From an optimization exercise on the open Yosys and OpenROAD flow, aimed at small area and a short achievable clock period; shortcuts taken in it are not production practice.
In this exercise RTL edits were held to simulation tests only and were not proved equivalent to the original.
Power and IR drop assume default switching activity.

## S
==> flow/design.v <==
module ALU_PG (
    input  [15:0] data1,
    input  [15:0] data2,
    input         sub,
    output [15:0] p,
    output [15:0] g
);
    wire [15:0] b = data2 ^ {16{sub}};
    assign p = (data1 ^ data2) ^ {16{sub}};
    assign g = {data1[15:1] & b[15:1], (data1[0] & b[0]) | (p[0] & sub)};
endmodule
module ALU (
    input  [15:0] p,
    input  [15:0] g,
    input         sub,
    output [15:0] sum,
    output [15:0] and_result,
    output [15:0] or_result
);
    wire [15:0] g1, p1, g2, p2, g3, p3, c;
    genvar i;
    generate
        for (i = 0; i < 16; i = i + 1) begin : l1
            if (i >= 1) begin
                assign g1[i] = g[i] | (p[i] & g[i-1]);
                assign p1[i] = p[i] & p[i-1];
            end else begin
                assign g1[i] = g[i];
                assign p1[i] = p[i];
            end
        end
        for (i = 0; i < 16; i = i + 1) begin : l2
            if (i >= 2) begin
                assign g2[i] = g1[i] | (p1[i] & g1[i-2]);
                assign p2[i] = p1[i] & p1[i-2];
            end else begin
                assign g2[i] = g1[i];
                assign p2[i] = p1[i];
            end
        end
        for (i = 0; i < 16; i = i + 1) begin : l3
            if (i >= 4) begin
                assign g3[i] = g2[i] | (p2[i] & g2[i-4]);
                assign p3[i] = p2[i] & p2[i-4];
            end else begin
                assign g3[i] = g2[i];
                assign p3[i] = p2[i];
            end
        end
        for (i = 0; i < 16; i = i + 1) begin : l4
            if (i >= 8)
                assign c[i] = g3[i] | (p3[i] & g3[i-8]);
            else
                assign c[i] = g3[i];
        end
    endgenerate
    assign sum = p ^ {c[14:0], sub};
    assign and_result = g;
    assign or_result  = p | g;
endmodule
module Control_Unit (
    input  [3:0] opcode,
    output       mem_read,
    output       mem_write,
    output       reg_write,
    output [1:0] alu_op
);
    assign mem_read  = (opcode == 4'd5);
    assign mem_write = (opcode == 4'd6);
    assign reg_write = (opcode >= 4'd1) && (opcode <= 4'd5);
    assign alu_op    = (opcode == 4'd2) ? 2'd1 :
                       (opcode == 4'd3) ? 2'd2 :
                       (opcode == 4'd4) ? 2'd3 : 2'd0;
endmodule
module Register_File (
    input         clk,
    input         clear,
    input  [3:0]  next_reg1,     
    input  [3:0]  next_reg2,
    input  [15:0] read_sel1,     
    input  [15:0] read_sel2,
    input  [15:0] write_en,      
    input  [15:0] write_data,
    output reg [15:0] next_sel1,
    output reg [15:0] next_sel2,
    output reg [15:0] reg_data1,
    output reg [15:0] reg_data2
);
    reg [15:0] registers [0:15];
    integer i;
    always @(posedge clk) begin
        for (i = 0; i < 16; i = i + 1)
            if (write_en[i] || clear)
                registers[i] <= write_data & {16{~clear}};
    end
    always @(*) begin
        for (i = 0; i < 16; i = i + 1) begin
            next_sel1[i] = next_reg1 == i;
            next_sel2[i] = next_reg2 == i;
        end
    end
    always @(*) begin
        reg_data1 = 16'b0;
        reg_data2 = 16'b0;
        for (i = 0; i < 16; i = i + 1) begin
            reg_data1 = reg_data1 | (registers[i] & {16{read_sel1[i]}});
            reg_data2 = reg_data2 | (registers[i] & {16{read_sel2[i]}});
        end
    end
endmodule
module Hazard_Detection_Unit (
    input        clk,
    input        reset,
    input        id_mem_read,
    input  [3:0] id_rd,
    input  [15:0] instr,
    output reg   stall
);
    always @(posedge clk or posedge reset) begin
        if (reset)
            stall <= 1'b0;
        else if (id_mem_read && (id_rd == instr[11:8] || id_rd == instr[7:4]))
            stall <= 1'b1;
    end
endmodule
module CPU (
    input clk,
    input reset,
    output [15:0] pc,
    input [15:0] instr,
    output [15:0] alu_out,
    output mem_read,
    output mem_write,
    input [15:0] mem_data
);
    wire stall;
    reg  [1:0] after_reset;
    wire       rf_clear = after_reset != 2'd3;
    wire       started  = after_reset != 2'd0;
    reg        ex_sel_sum, ex_sel_and, ex_sel_or, wb_hold;
    reg [15:0] pc_reg;
    reg        id_mem_read, id_mem_write, id_reg_write;
    reg [1:0]  id_alu_op;
    reg        id_sub;
    reg [3:0]  id_ra;
    reg [15:0] id_sel1, id_sel2;   
    reg [15:0] ex_p, ex_g;
    reg        ex_sub;
    reg        ex_mem_read, ex_reg_write;
    reg [3:0]  ex_rd;
    reg [15:0] wb_result;
    reg        wb_mem_read;
    reg [15:0] wb_we;        
    wire       dec_mem_read, dec_mem_write, dec_reg_write;
    wire [1:0] dec_alu_op;
    wire [15:0] next_sel1, next_sel2;
    wire [15:0] rf_data1, rf_data2, id_p, id_g, alu_sum, alu_and, alu_or;
    reg  [15:0] ex_we;
    Control_Unit cu (
        .opcode(instr[15:12]),
        .mem_read(dec_mem_read),
        .mem_write(dec_mem_write),
        .reg_write(dec_reg_write),
        .alu_op(dec_alu_op)
    );
    Hazard_Detection_Unit hdu (
        .clk(clk),
        .reset(reset),
        .id_mem_read(id_mem_read),
        .id_rd(id_ra),
        .instr(instr),
        .stall(stall)
    );
    always @(posedge clk or posedge reset) begin
        if (reset) begin
            after_reset  <= 2'd0;
            pc_reg       <= 16'b0;
            id_mem_read  <= 1'b0;
            id_mem_write <= 1'b0;
        end else begin
            if (rf_clear)
                after_reset <= after_reset + 2'd1;
            pc_reg <= pc_reg + {15'b0, ~stall};
            if (!stall) begin
                id_mem_read  <= dec_mem_read;
                id_mem_write <= dec_mem_write;
            end
        end
    end
    always @(posedge clk) begin
        id_reg_write <= dec_reg_write;
        id_alu_op    <= dec_alu_op;
        id_sub       <= dec_alu_op == 2'd1;
        id_ra        <= instr[11:8];
        id_sel1      <= next_sel1;
        id_sel2      <= next_sel2;
    end
    Register_File rf (
        .clk(clk),
        .clear(rf_clear),
        .next_reg1(instr[11:8]),
        .next_reg2(instr[7:4]),
        .read_sel1(id_sel1),
        .read_sel2(id_sel2),
        .write_en(wb_we),
        .write_data(wb_mem_read ? mem_data : wb_result),
        .next_sel1(next_sel1),
        .next_sel2(next_sel2),
        .reg_data1(rf_data1),
        .reg_data2(rf_data2)
    );
    ALU_PG alu_pg (
        .data1(rf_data1),
        .data2(rf_data2),
        .sub(id_sub),
        .p(id_p),
        .g(id_g)
    );
    always @(posedge clk) begin
        ex_p         <= id_p;
        ex_g         <= id_g;
        ex_sub       <= id_sub;
        ex_mem_read  <= id_mem_read;
        ex_reg_write <= id_reg_write;
        ex_rd        <= id_ra;
    end
    ALU alu (
        .p(ex_p),
        .g(ex_g),
        .sub(ex_sub),
        .sum(alu_sum),
        .and_result(alu_and),
        .or_result(alu_or)
    );
    integer i;
    always @(*)
        for (i = 0; i < 16; i = i + 1)
            ex_we[i] = ex_reg_write && ex_rd == i;
    always @(posedge clk or posedge reset) begin
        if (reset) begin
            ex_sel_sum   <= 1'b0;
            ex_sel_and   <= 1'b0;
            ex_sel_or    <= 1'b0;
            wb_hold      <= 1'b0;
            wb_result    <= 16'b0;
        end else begin
            ex_sel_sum   <= started & ~stall & ~id_alu_op[1];
            ex_sel_and   <= started & ~stall & (id_alu_op == 2'd2);
            ex_sel_or    <= started & ~stall & (id_alu_op == 2'd3);
            wb_hold      <= started & stall;
            wb_result    <= (alu_sum & {16{ex_sel_sum}}) | (alu_and & {16{ex_sel_and}})
                          | (alu_or & {16{ex_sel_or}}) | (wb_result & {16{wb_hold}});
        end
    end
    always @(posedge clk) begin
        wb_mem_read <= ex_mem_read;
        wb_we       <= ex_we;
    end
    assign pc       = pc_reg;
    assign alu_out  = wb_result;
    assign mem_read = id_mem_read;
    assign mem_write = id_mem_write;
endmodule
export LEC_CHECK = 0
export CAP_MARGIN = 20
export CORE_MARGIN = 2
export CORE_UTILIZATION = 60
export CTS_BUF_LIST = sky130_fd_sc_hd__clkbuf_16
export CTS_CLUSTER_DIAMETER = 80
export CTS_CLUSTER_SIZE = 24
export SETUP_SLACK_MARGIN = 1.6
export SLEW_MARGIN = 20
export TNS_END_PERCENT = 10
create_clock -name core_clock -period 3.5 [get_ports {clk}]
standard.sh (not shown) runs the stock make flow with config.mk's settings and CLKGATE_MAP_FILE= SYNTH_SCRIPT=/design/flow/synth_recipe.tcl, a recipe that flattens the netlist after the stock synthesis.
==> flow/flow/run.sh <==
#!/bin/bash
set -euo pipefail
bash standard.sh synth > synth.log 2>&1
bash standard.sh MATCH_CELL_FOOTPRINT=0 \
  "BUFFER_PORTS_ARGS=-buffer_cell sky130_fd_sc_hd__buf_2" \
  "CTS_ARGS=-sink_clustering_enable -repair_clock_nets -buf_list sky130_fd_sc_hd__clkbuf_16 -sink_clustering_size 24 -sink_clustering_max_diameter 80 -dont_use_dummy_load" \
  finish > layout.log 2>&1
S: no failed stages, no open violations at the end
Input-level comparison between Q and S:
-- flow/design.v --
<<< S, line 3
    input  [15:0] data2,
    input         sub,
    output [15:0] p,
    output [15:0] g
);
    wire [15:0] b = data2 ^ {16{sub}};
    assign p = (data1 ^ data2) ^ {16{sub}};
    assign g = {data1[15:1] & b[15:1], (data1[0] & b[0]) | (p[0] & sub)};
endmodule
module ALU (
    input  [15:0] p,
    input  [15:0] g,
    input         sub,
    output [15:0] sum,
    output [15:0] and_result,
>>> Q, line 3
    input  [15:0] data2,
    input         sub,
    output [15:0] t,
    output [15:0] g,
    output        sum0
);
    wire [15:0] b = data2 ^ {16{sub}};
    wire [15:0] gen = data1 & b;
    assign t    = data1 | b;
    assign g    = {gen[15:1], sub ? t[0] : gen[0]};
    assign sum0 = data1[0] ^ data2[0];
endmodule
module ALU (
    input  [15:0] t,
    input  [15:0] g,
    input         sum0,
    output [15:0] sum,
    output [15:0] and_result,
<<< S, line 23
        for (i = 0; i < 16; i = i + 1) begin : l1
            if (i >= 1) begin
                assign g1[i] = g[i] | (p[i] & g[i-1]);
                assign p1[i] = p[i] & p[i-1];
            end else begin
                assign g1[i] = g[i];
                assign p1[i] = p[i];
            end
        end
>>> Q, line 26
        for (i = 0; i < 16; i = i + 1) begin : l1
            if (i >= 1) begin
                assign g1[i] = g[i] | (t[i] & g[i-1]);
                assign p1[i] = t[i] & t[i-1];
            end else begin
                assign g1[i] = g[i];
                assign p1[i] = t[i];
            end
        end
<<< S, line 55
        end
    endgenerate
    assign sum = p ^ {c[14:0], sub};
    assign and_result = g;
    assign or_result  = p | g;
endmodule
module Control_Unit (
>>> Q, line 58
        end
    endgenerate
    wire [15:0] p = t & ~g;
    assign sum = {p[15:1] ^ c[14:0], sum0};
    assign and_result = g;
    assign or_result  = t;
endmodule
module Control_Unit (
<<< S, line 145
    reg [3:0]  id_ra;
    reg [15:0] id_sel1, id_sel2;   
    reg [15:0] ex_p, ex_g;
    reg        ex_sub;
    reg        ex_mem_read, ex_reg_write;
    reg [3:0]  ex_rd;
>>> Q, line 149
    reg [3:0]  id_ra;
    reg [15:0] id_sel1, id_sel2;   
    reg [15:0] ex_t, ex_g;
    reg        ex_sum0;
    reg        ex_mem_read, ex_reg_write;
    reg [3:0]  ex_rd;
<<< S, line 155
    wire [1:0] dec_alu_op;
    wire [15:0] next_sel1, next_sel2;
    wire [15:0] rf_data1, rf_data2, id_p, id_g, alu_sum, alu_and, alu_or;
    reg  [15:0] ex_we;
    Control_Unit cu (
>>> Q, line 159
    wire [1:0] dec_alu_op;
    wire [15:0] next_sel1, next_sel2;
    wire [15:0] rf_data1, rf_data2, id_t, id_g, alu_sum, alu_and, alu_or;
    wire        id_sum0;
    reg  [15:0] ex_we;
    Control_Unit cu (
<<< S, line 214
        .data2(rf_data2),
        .sub(id_sub),
        .p(id_p),
        .g(id_g)
    );
    always @(posedge clk) begin
        ex_p         <= id_p;
        ex_g         <= id_g;
        ex_sub       <= id_sub;
        ex_mem_read  <= id_mem_read;
        ex_reg_write <= id_reg_write;
>>> Q, line 219
        .data2(rf_data2),
        .sub(id_sub),
        .t(id_t),
        .g(id_g),
        .sum0(id_sum0)
    );
    always @(posedge clk) begin
        ex_t         <= id_t;
        ex_g         <= id_g;
        ex_sum0      <= id_sum0;
        ex_mem_read  <= id_mem_read;
        ex_reg_write <= id_reg_write;
<<< S, line 226
    end
    ALU alu (
        .p(ex_p),
        .g(ex_g),
        .sub(ex_sub),
        .sum(alu_sum),
        .and_result(alu_and),
>>> Q, line 232
    end
    ALU alu (
        .t(ex_t),
        .g(ex_g),
        .sum0(ex_sum0),
        .sum(alu_sum),
        .and_result(alu_and),
==> notes.md <==
- Sequential power: Q < S
- Comparing fmax for Q and S, the bigger number came from S.
- Per the comparison of Q with S, final critical-path required period increased by 0.0073 ns relative to the old numbers; placer's final routability congestion estimate increased 4.8%; maximum vdd drop rose 0.16 mV; number of buffers outside the clock class in the layout has increased; cell count after synthesis saw little to no change.

==> separate check: timing with driven ports <==
The results above use ideal ports. As a check the final layouts listed here were re-extracted and re-timed, cells and wires unchanged.
Step 1: set_driving_cell puts a clkbuf_16 on clk and a buf_2 on each other input, an assumption about the parent block.
Step 2 moves the port delays by t, midway between the first and last clock arrival at a register: inputs arrive t later, outputs are due t later. That takes back most of the time a late clock gives input paths.
Slacks: ideal / step 1 / step 2; pairs: ideal / step 1.
run | t (ns) | slack for setup (ns) | worst setup path after step 2
S | 0.564 | 1.554 / 1.554 / 1.279 | input to register
Q | 0.584 | 1.547 / 1.547 / 1.547 | register to register
After both steps every run listed still meets setup and hold. The setup slack of S, which loses most, moves by 0.000 ns with the drivers and by -0.275 ns with both steps.
